This design comes from an exercise in tuning for small area and a short achievable clock period on the open sky130 flow, not from production work.
RTL that was checked went through simulation tests only; none was proved equivalent to the original.
Power is estimated from default activity; no workload was simulated.

==> 12-09 <==
// router_extended
module router_extended (
  input  wire        clk,
  input  wire        rst,
  input  wire        start,
  input  wire [2:0]  cond_sel,
  input  wire [3:0]  opcode,
  input  wire [15:0] op_a,
  input  wire [15:0] op_b,
  output reg         busy,
  output reg         done,
  output reg  [31:0] result
);
  wire f_bin = (opcode <= 4'd2);
  wire f_dec = (opcode >= 4'd3)   && (opcode <= 4'd5);
  wire f_duo = (opcode >= 4'd6) && (opcode <= 4'd8);
  reg [1:0] cls_in;
  always @(*) begin
    case (cond_sel)
      3'd0:    cls_in = f_bin ? 2'd0 : f_dec ? 2'd2 : 2'd1;
      3'd1:    cls_in = f_dec ? 2'd0 : 2'd1;
      3'd2:    cls_in = f_duo ? 2'd0 : f_bin ? 2'd1 : 2'd2;
      3'd4:    cls_in = (f_bin | f_dec) ? 2'd0 : 2'd1;
      default: cls_in = (f_bin | f_dec | f_duo) ? 2'd0 : 2'd2;
    endcase
  end
  reg  [1:0] cls;
  reg  [3:0] cnt;
  reg        idle;
  wire       last  = (cls == 2'd0) ? (cnt == 4'd2) :
                     (cls == 2'd1) ? (cnt == 4'd7) : (cnt == 4'd9);
  wire       load  = idle | ((cls == 2'd1) ? (cnt == 4'd4) : (cnt == 4'd6));
  always @(posedge clk) begin
    cls <= cls_in;
    if (rst) begin
      busy <= 1'b0;
      idle <= 1'b1;
  ...
clock: 10.0 ns
lec_check: 0
abc_clock_period_in_ps: 1000
cap_margin: 20
core_margin: 2
core_utilization: 40
cts_buf_list: sky130_fd_sc_hd__clkbuf_4 sky130_fd_sc_hd__clkbuf_8
slew_margin: 20
standard.sh (not shown) runs the stock make flow with config.mk's settings and CLKGATE_MAP_FILE= SYNTH_SCRIPT=/design/flow/synth_recipe.tcl, a recipe that flattens the netlist after the stock synthesis.
==> flow/flow/run.sh <==
#!/bin/bash
# The standard layout, with buf_2 cells as the port buffers and timing
# repair aimed past the 10 ns constraint.
set -euo pipefail
bash standard.sh SETUP_SLACK_MARGIN=6 "BUFFER_PORTS_ARGS=-buffer_cell sky130_fd_sc_hd__buf_2" finish > standard.log 2>&1
==> 06-27: changes against 12-09 <==
--- a/flow/config.mk
+++ b/flow/config.mk
@@ -7,3 +7,2 @@
 export LEC_CHECK = 0
-export ABC_CLOCK_PERIOD_IN_PS = 1000
 export CAP_MARGIN = 20
==> qor summary <==
| metric | 12-09 | 06-27 |
|---|---|---|
| Outcome | timing/DRC/antenna clean | timing/DRC/antenna clean |
| Number of well-tap cells placed | 225 | 225 |
| Final antenna-violating net count | 0 | 0 |
| FF-to-FF End | h[16] | h[16] |
| Total length of routed met3 wires | 1010 um | 1010 um |
| Bufs on Longest Clock Path | 2 | 2 |
| Number of pins exceeding their max-slew limit in the final report | 0 | 0 |
| Proportion of layout cells with a drive suffix above 1 | 15.1% | 15.1% |
| DRC errors left | 0 | 0 |
| F_max | 0.263 GHz | 0.263 GHz |
| Buffers & Inverters on Critical Path | 2 | 2 |
| Clk sink count | 113 | 113 |
| Total clock buffers created by CTS | 17 | 17 |
| Via-to-Cell Ratio | 5.64 | 5.64 |
| Layout net count | 1018 | 1018 |
| Initial core utilization | 41.1% | 41.1% |
| Met1 Track Usage GR | 25.3% | 25.3% |
No functional check of the RTL was part of any run of this note.

==> job 3937 <==
router_extended, a different RTL version from the one above (not shown whole).
==> module router_extended, before the edit <==
module router_extended (
  input  wire        clk,
  input  wire        rst,
  input  wire        start,
  input  wire [2:0]  cond_sel,
  input  wire [3:0]  opcode,
  input  wire [15:0] op_a,
  input  wire [15:0] op_b,
  output reg         busy,
  output reg         done,
  output reg  [31:0] result
);
  wire f_bin = (opcode <= 4'd2);
  wire f_dec = (opcode >= 4'd3)   && (opcode <= 4'd5);
  wire f_duo = (opcode >= 4'd6) && (opcode <= 4'd8);
  reg [3:0] lat1;
  always @(*) begin
    case (cond_sel)
      3'd0:    lat1 = f_bin ? 4'd2 : f_dec ? 4'd9 : 4'd7;
      3'd1:    lat1 = f_dec ? 4'd2 : 4'd7;
      3'd2:    lat1 = f_duo ? 4'd2 : f_bin ? 4'd7 : 4'd9;
      3'd4:    lat1 = (f_bin | f_dec) ? 4'd2 : 4'd7;
      default: lat1 = (f_bin | f_dec | f_duo) ? 4'd2 : 4'd9;
    endcase
  end
  reg  [3:0] cnt;
  wire       last = (cnt == 4'd0);
  always @(posedge clk) begin
    if (rst) begin
      busy <= 1'b0;
      done <= 1'b0;
      cnt  <= 4'd0;
    end else begin
      done <= busy & last;
      if (!busy) begin
        busy <= start;
        if (start) cnt <= lat1;
      end else if (last) begin
        busy <= 1'b0;
      end else begin
        cnt <= cnt - 4'd1;
      end
    end
  end
  wire is_add = (opcode == 4'd0) || (opcode == 4'd3) || (opcode == 4'd6);
  wire is_sub = (opcode == 4'd1) || (opcode == 4'd4) || (opcode == 4'd7);
  wire [16:0] h_init = is_add ? {1'b0, op_b} : is_sub ? {1'b1, ~op_b} : 17'd0;
  wire [15:0] m_init = (opcode == 4'd2)   ? op_b  :
                       (opcode == 4'd5) ? 16'd10 :
                       (opcode == 4'd8)  ? 16'd3  :
                       (is_add | is_sub)         ? 16'd1  : 16'd0;
  reg  [15:0] a_r;      
  reg  [17:0] a3_r;     
  reg  [16:0] h;        
  reg  [15:0] lb;       
  reg         ci;       
  wire        load = !busy | (cnt == 4'd3);
  wire [5:0]  c  = {lb[5:4] & {2{~last}}, lb[3:0]};
  wire        hs = h[16];
  wire [17:0] r0, r1, r2;
  assign r0 = row(c[1:0], a_r, a3_r) | {hs, 17'd0};
  assign r1 = row(c[3:2], a_r, a3_r) | {hs, hs, 16'd0};
  assign r2 = row(c[5:4], a_r, a3_r) | {hs, hs, 16'd0};
  function [17:0] row(input [1:0] d, input [15:0] a, input [17:0] a3);
    row = ({18{~d[1] &  d[0]}} & {2'b0, a}) |
          ({18{ d[1] & ~d[0]}} & {1'b0, a, 1'b0}) |
          ({18{ d[1] &  d[0]}} & a3);
  endfunction
  wire [22:0] s;
  step_dp u_dp (.h(h), .r0(r0), .r1(r1), .r2(r2), .ci(ci), .s(s));
  always @(posedge clk) begin
    a_r  <= op_a;
    a3_r <= {2'b0, op_a} + {1'b0, op_a, 1'b0};
    if (load) begin
      h  <= h_init;
      lb <= m_init;
      ci <= is_sub;
    end else begin
      h  <= s[22:6];
      lb <= {s[5:0], lb[15:6]};
      ci <= 1'b0;
    end
  end
  always @(posedge clk) begin
    if (rst)
      result <= 32'd0;
    else if (busy & last)
      result <= {s[19:0], lb[15:4]};
  end
endmodule
==> flow/config.mk <==
export PLATFORM = sky130hd
export DESIGN_NAME = router_extended
export DESIGN_NICKNAME = router_extended
export VERILOG_FILES = /design/flow/design.v
export SDC_FILE = /design/flow/constraint.sdc
export NUM_CORES = 4
export LEC_CHECK = 0
export ABC_CLOCK_PERIOD_IN_PS = 1500
export CAP_MARGIN = 20
export CORE_MARGIN = 2
export CORE_UTILIZATION = 60
export SETUP_SLACK_MARGIN = 5
export SLEW_MARGIN = 20
==> flow/constraint.sdc <==
create_clock -name core_clock -period 10.0 [get_ports {clk}]
set_input_delay 2.0000 -clock core_clock [delete_from_list [all_inputs] [get_ports {clk}]]
set_output_delay 2.0000 -clock core_clock [all_outputs]
set_load 0.01 [all_outputs]
run.sh (not shown) runs the stock make flow with config.mk's settings and CLKGATE_MAP_FILE= SYNTH_SCRIPT=/design/flow/synth_recipe.tcl, a recipe that flattens the netlist after the stock synthesis.
Stock flow here: none of the scripts above is used.
==> inputs of job 3386, as changes to job 3937 <==
--- a/flow/design.v
+++ b/flow/design.v
@@ -336,42 +336,48 @@
                        (opcode == 4'd5) ? 16'd10 :
                        (opcode == 4'd8)  ? 16'd3  :
                        (is_add | is_sub)         ? 16'd1  : 16'd0;
+  function [8:0] dec(input [5:0] c);
+    integer i;
+    for (i = 0; i < 3; i = i + 1)
+      dec[3*i +: 3] = {c[2*i+1] & c[2*i], c[2*i+1] & ~c[2*i], ~c[2*i+1] & c[2*i]};
+  endfunction
+  function [17:0] row(input [2:0] sel, input [15:0] a, input [17:0] a3);
+    row = ({18{sel[0]}} & {2'b0, a}) |
+          ({18{sel[1]}} & {1'b0, a, 1'b0}) |
+          ({18{sel[2]}} & a3);
+  endfunction
   reg  [15:0] a_r;      
   reg  [17:0] a3_r;     
   reg  [16:0] h;        
-  reg  [15:0] lb;       
+  reg  [8:0]  sel;      
+  reg  [11:0] lb;       
   reg         ci;       
   wire        load = !busy | (cnt == 4'd3);
-  wire [5:0]  c  = {lb[5:4] & {2{~last}}, lb[3:0]};
   wire        hs = h[16];
-  wire [17:0] r0, r1, r2;
-  assign r0 = row(c[1:0], a_r, a3_r) | {hs, 17'd0};
-  assign r1 = row(c[3:2], a_r, a3_r) | {hs, hs, 16'd0};
-  assign r2 = row(c[5:4], a_r, a3_r) | {hs, hs, 16'd0};
-  function [17:0] row(input [1:0] d, input [15:0] a, input [17:0] a3);
-    row = ({18{~d[1] &  d[0]}} & {2'b0, a}) |
-          ({18{ d[1] & ~d[0]}} & {1'b0, a, 1'b0}) |
-          ({18{ d[1] &  d[0]}} & a3);
-  endfunction
+  wire [17:0] r0 = row(sel[2:0], a_r, a3_r) | {hs, 17'd0};
+  wire [17:0] r1 = row(sel[5:3], a_r, a3_r) | {hs, hs, 16'd0};
+  wire [17:0] r2 = row(sel[8:6], a_r, a3_r) | {hs, hs, 16'd0};
   wire [22:0] s;
   step_dp u_dp (.h(h), .r0(r0), .r1(r1), .r2(r2), .ci(ci), .s(s));
   always @(posedge clk) begin
     a_r  <= op_a;
     a3_r <= {2'b0, op_a} + {1'b0, op_a, 1'b0};
     if (load) begin
-      h  <= h_init;
-      lb <= m_init;
-      ci <= is_sub;
+      h   <= h_init;
+      sel <= dec(m_init[5:0]);
+      lb  <= {2'b00, m_init[15:6]};
+      ci  <= is_sub;
     end else begin
-      h  <= s[22:6];
-      lb <= {s[5:0], lb[15:6]};
-      ci <= 1'b0;
+      h   <= s[22:6];
+      sel <= dec(lb[5:0]);
+      lb  <= {s[5:0], lb[11:6]};
+      ci  <= 1'b0;
     end
   end
   always @(posedge clk) begin
     if (rst)
       result <= 32'd0;
     else if (busy & last)
-      result <= {s[19:0], lb[15:4]};
+      result <= {s[19:0], lb};
   end
 endmodule
Settings changed: CORE_UTILIZATION 60 to 40.
==> inputs of job 4858, as changes to job 3937 <==
--- a/flow/design.v
+++ b/flow/design.v
@@ -336,42 +336,48 @@
                        (opcode == 4'd5) ? 16'd10 :
                        (opcode == 4'd8)  ? 16'd3  :
                        (is_add | is_sub)         ? 16'd1  : 16'd0;
+  function [8:0] dec(input [5:0] c);
+    integer i;
+    for (i = 0; i < 3; i = i + 1)
+      dec[3*i +: 3] = {c[2*i+1] & c[2*i], c[2*i+1] & ~c[2*i], ~c[2*i+1] & c[2*i]};
+  endfunction
+  function [17:0] row(input [2:0] sel, input [15:0] a, input [17:0] a3);
+    row = ({18{sel[0]}} & {2'b0, a}) |
+          ({18{sel[1]}} & {1'b0, a, 1'b0}) |
+          ({18{sel[2]}} & a3);
+  endfunction
   reg  [15:0] a_r;      
   reg  [17:0] a3_r;     
   reg  [16:0] h;        
-  reg  [15:0] lb;       
+  reg  [8:0]  sel;      
+  reg  [11:0] lb;       
   reg         ci;       
   wire        load = !busy | (cnt == 4'd3);
-  wire [5:0]  c  = {lb[5:4] & {2{~last}}, lb[3:0]};
   wire        hs = h[16];
-  wire [17:0] r0, r1, r2;
-  assign r0 = row(c[1:0], a_r, a3_r) | {hs, 17'd0};
-  assign r1 = row(c[3:2], a_r, a3_r) | {hs, hs, 16'd0};
-  assign r2 = row(c[5:4], a_r, a3_r) | {hs, hs, 16'd0};
-  function [17:0] row(input [1:0] d, input [15:0] a, input [17:0] a3);
-    row = ({18{~d[1] &  d[0]}} & {2'b0, a}) |
-          ({18{ d[1] & ~d[0]}} & {1'b0, a, 1'b0}) |
-          ({18{ d[1] &  d[0]}} & a3);
-  endfunction
+  wire [17:0] r0 = row(sel[2:0], a_r, a3_r) | {hs, 17'd0};
+  wire [17:0] r1 = row(sel[5:3], a_r, a3_r) | {hs, hs, 16'd0};
+  wire [17:0] r2 = row(sel[8:6], a_r, a3_r) | {hs, hs, 16'd0};
   wire [22:0] s;
   step_dp u_dp (.h(h), .r0(r0), .r1(r1), .r2(r2), .ci(ci), .s(s));
   always @(posedge clk) begin
     a_r  <= op_a;
     a3_r <= {2'b0, op_a} + {1'b0, op_a, 1'b0};
     if (load) begin
-      h  <= h_init;
-      lb <= m_init;
-      ci <= is_sub;
+      h   <= h_init;
+      sel <= dec(m_init[5:0]);
+      lb  <= {2'b00, m_init[15:6]};
+      ci  <= is_sub;
     end else begin
-      h  <= s[22:6];
-      lb <= {s[5:0], lb[15:6]};
-      ci <= 1'b0;
+      h   <= s[22:6];
+      sel <= dec(lb[5:0]);
+      lb  <= {s[5:0], lb[11:6]};
+      ci  <= 1'b0;
     end
   end
   always @(posedge clk) begin
     if (rst)
       result <= 32'd0;
     else if (busy & last)
-      result <= {s[19:0], lb[15:4]};
+      result <= {s[19:0], lb};
   end
 endmodule
==> flow/flow/run.sh (new file) <==
#!/bin/bash
# The standard layout, with timing repair aimed past the 10 ns constraint.
set -euo pipefail
bash standard.sh SETUP_SLACK_MARGIN=7 finish > standard.log 2>&1
==> flow/standard.sh (new file) <==
#!/bin/bash
# synth_recipe.tcl (not shown) runs the flow's synth.tcl, then flattens the netlist and writes it again
# the make line also repeats each setting of config.mk as NAME=value (left out here)
make -C /OpenROAD-flow-scripts/flow DESIGN_CONFIG=/design/flow/config.mk WORK_HOME=/design/flow/orfs CLKGATE_MAP_FILE= SYNTH_SCRIPT=/design/flow/synth_recipe.tcl "${@:-finish}"
Settings changed: CORE_UTILIZATION 60 to 40, SETUP_SLACK_MARGIN 5 to not set.
removed: flow/run.sh
==> summary of the runs <==
Non-clock buffer count: job 4858 > job 3937 > job 3386.
Of job 3937 and job 4858, job 3937 has the higher sequential share of layout area (gap 1.9 points).
In job 3937 the synthesized area is higher than in job 4858, by about 2.3%.
Of job 3937 and job 3386, job 3386 has the higher worst setup slack (gap 0.32 ns).
Between job 3937 and job 3386, the lower worst hold slack is in job 3937 (gap 0.00053 ns).
==> figures <==
Worst Skew: job 3937 0.0109 ns; job 3386 0.0146 ns; job 4858 0.0120 ns
Layout clock buffer count: job 3937 10; job 3386 9; job 4858 9
Overall die area: job 3937 13,600 um^2; job 3386 19,700 um^2; job 4858 19,700 um^2
Multi-input logic area: job 3937 5140 um^2; job 3386 4740 um^2; job 4858 5640 um^2
Crit path time final: job 3937 4.63 ns; job 3386 4.31 ns; job 4858 3.60 ns
Net switching share of the total power: job 3937 0.397; job 3386 0.395; job 4858 0.397
Outcome: job 3937 finished clean; job 3386 finished clean; job 4858 finished clean
Finished Layout Cells: job 3937 1,081; job 3386 1,159; job 4858 1,220
Inverters, non-clock: job 3937 33; job 3386 80; job 4858 80
Worst-case register-to-register setup slack: job 3937 5.37 ns; job 3386 5.69 ns; job 4858 6.40 ns
Critical path's most frequent cell: job 3937 -; job 3386 sky130_fd_sc_hd__fa_1; job 4858 sky130_fd_sc_hd__fa_1
Tap Count: job 3937 172; job 3386 229; job 4858 229
No functional check of the RTL was part of job 3937.

==> what the ideal ports hide <==
The results above use ideal ports. As a check the final layouts listed here were re-extracted and re-timed, cells and wires unchanged. Step 1, drivers: a clkbuf_16 drives clk and a buf_2 each remaining input, both assumed. Step 2 adds t to the input delays and takes it off the output delays; t is the mean of the earliest and latest rising clock arrival at the registers after step 1. Input paths then give back, and output paths get back, about the clock's delay inside the block. a / b / c = ideal / step 1 / step 2; a / b = the first two.
run | t, ns | setup WS [ns] | slew at the worst register clock pin (ns) | worst data-port slew with drivers (ns)
12-09 | 0.477 | 6.193 / 6.209 / 5.732 | 0.07 / 0.07 | 0.06
06-27 | 0.477 | 6.193 / 6.209 / 5.732 | 0.07 / 0.07 | 0.06
job 3937 | 0.401 | 5.369 / 5.369 / 5.212 | 0.08 / 0.08 | 0.04
job 3386 | 0.408 | 5.692 / 5.692 / 5.491 | 0.09 / 0.09 | 0.05
job 4858 | 0.401 | 6.399 / 6.399 / 6.191 | 0.08 / 0.08 | 0.06
After both steps setup and hold are still met in every run listed.
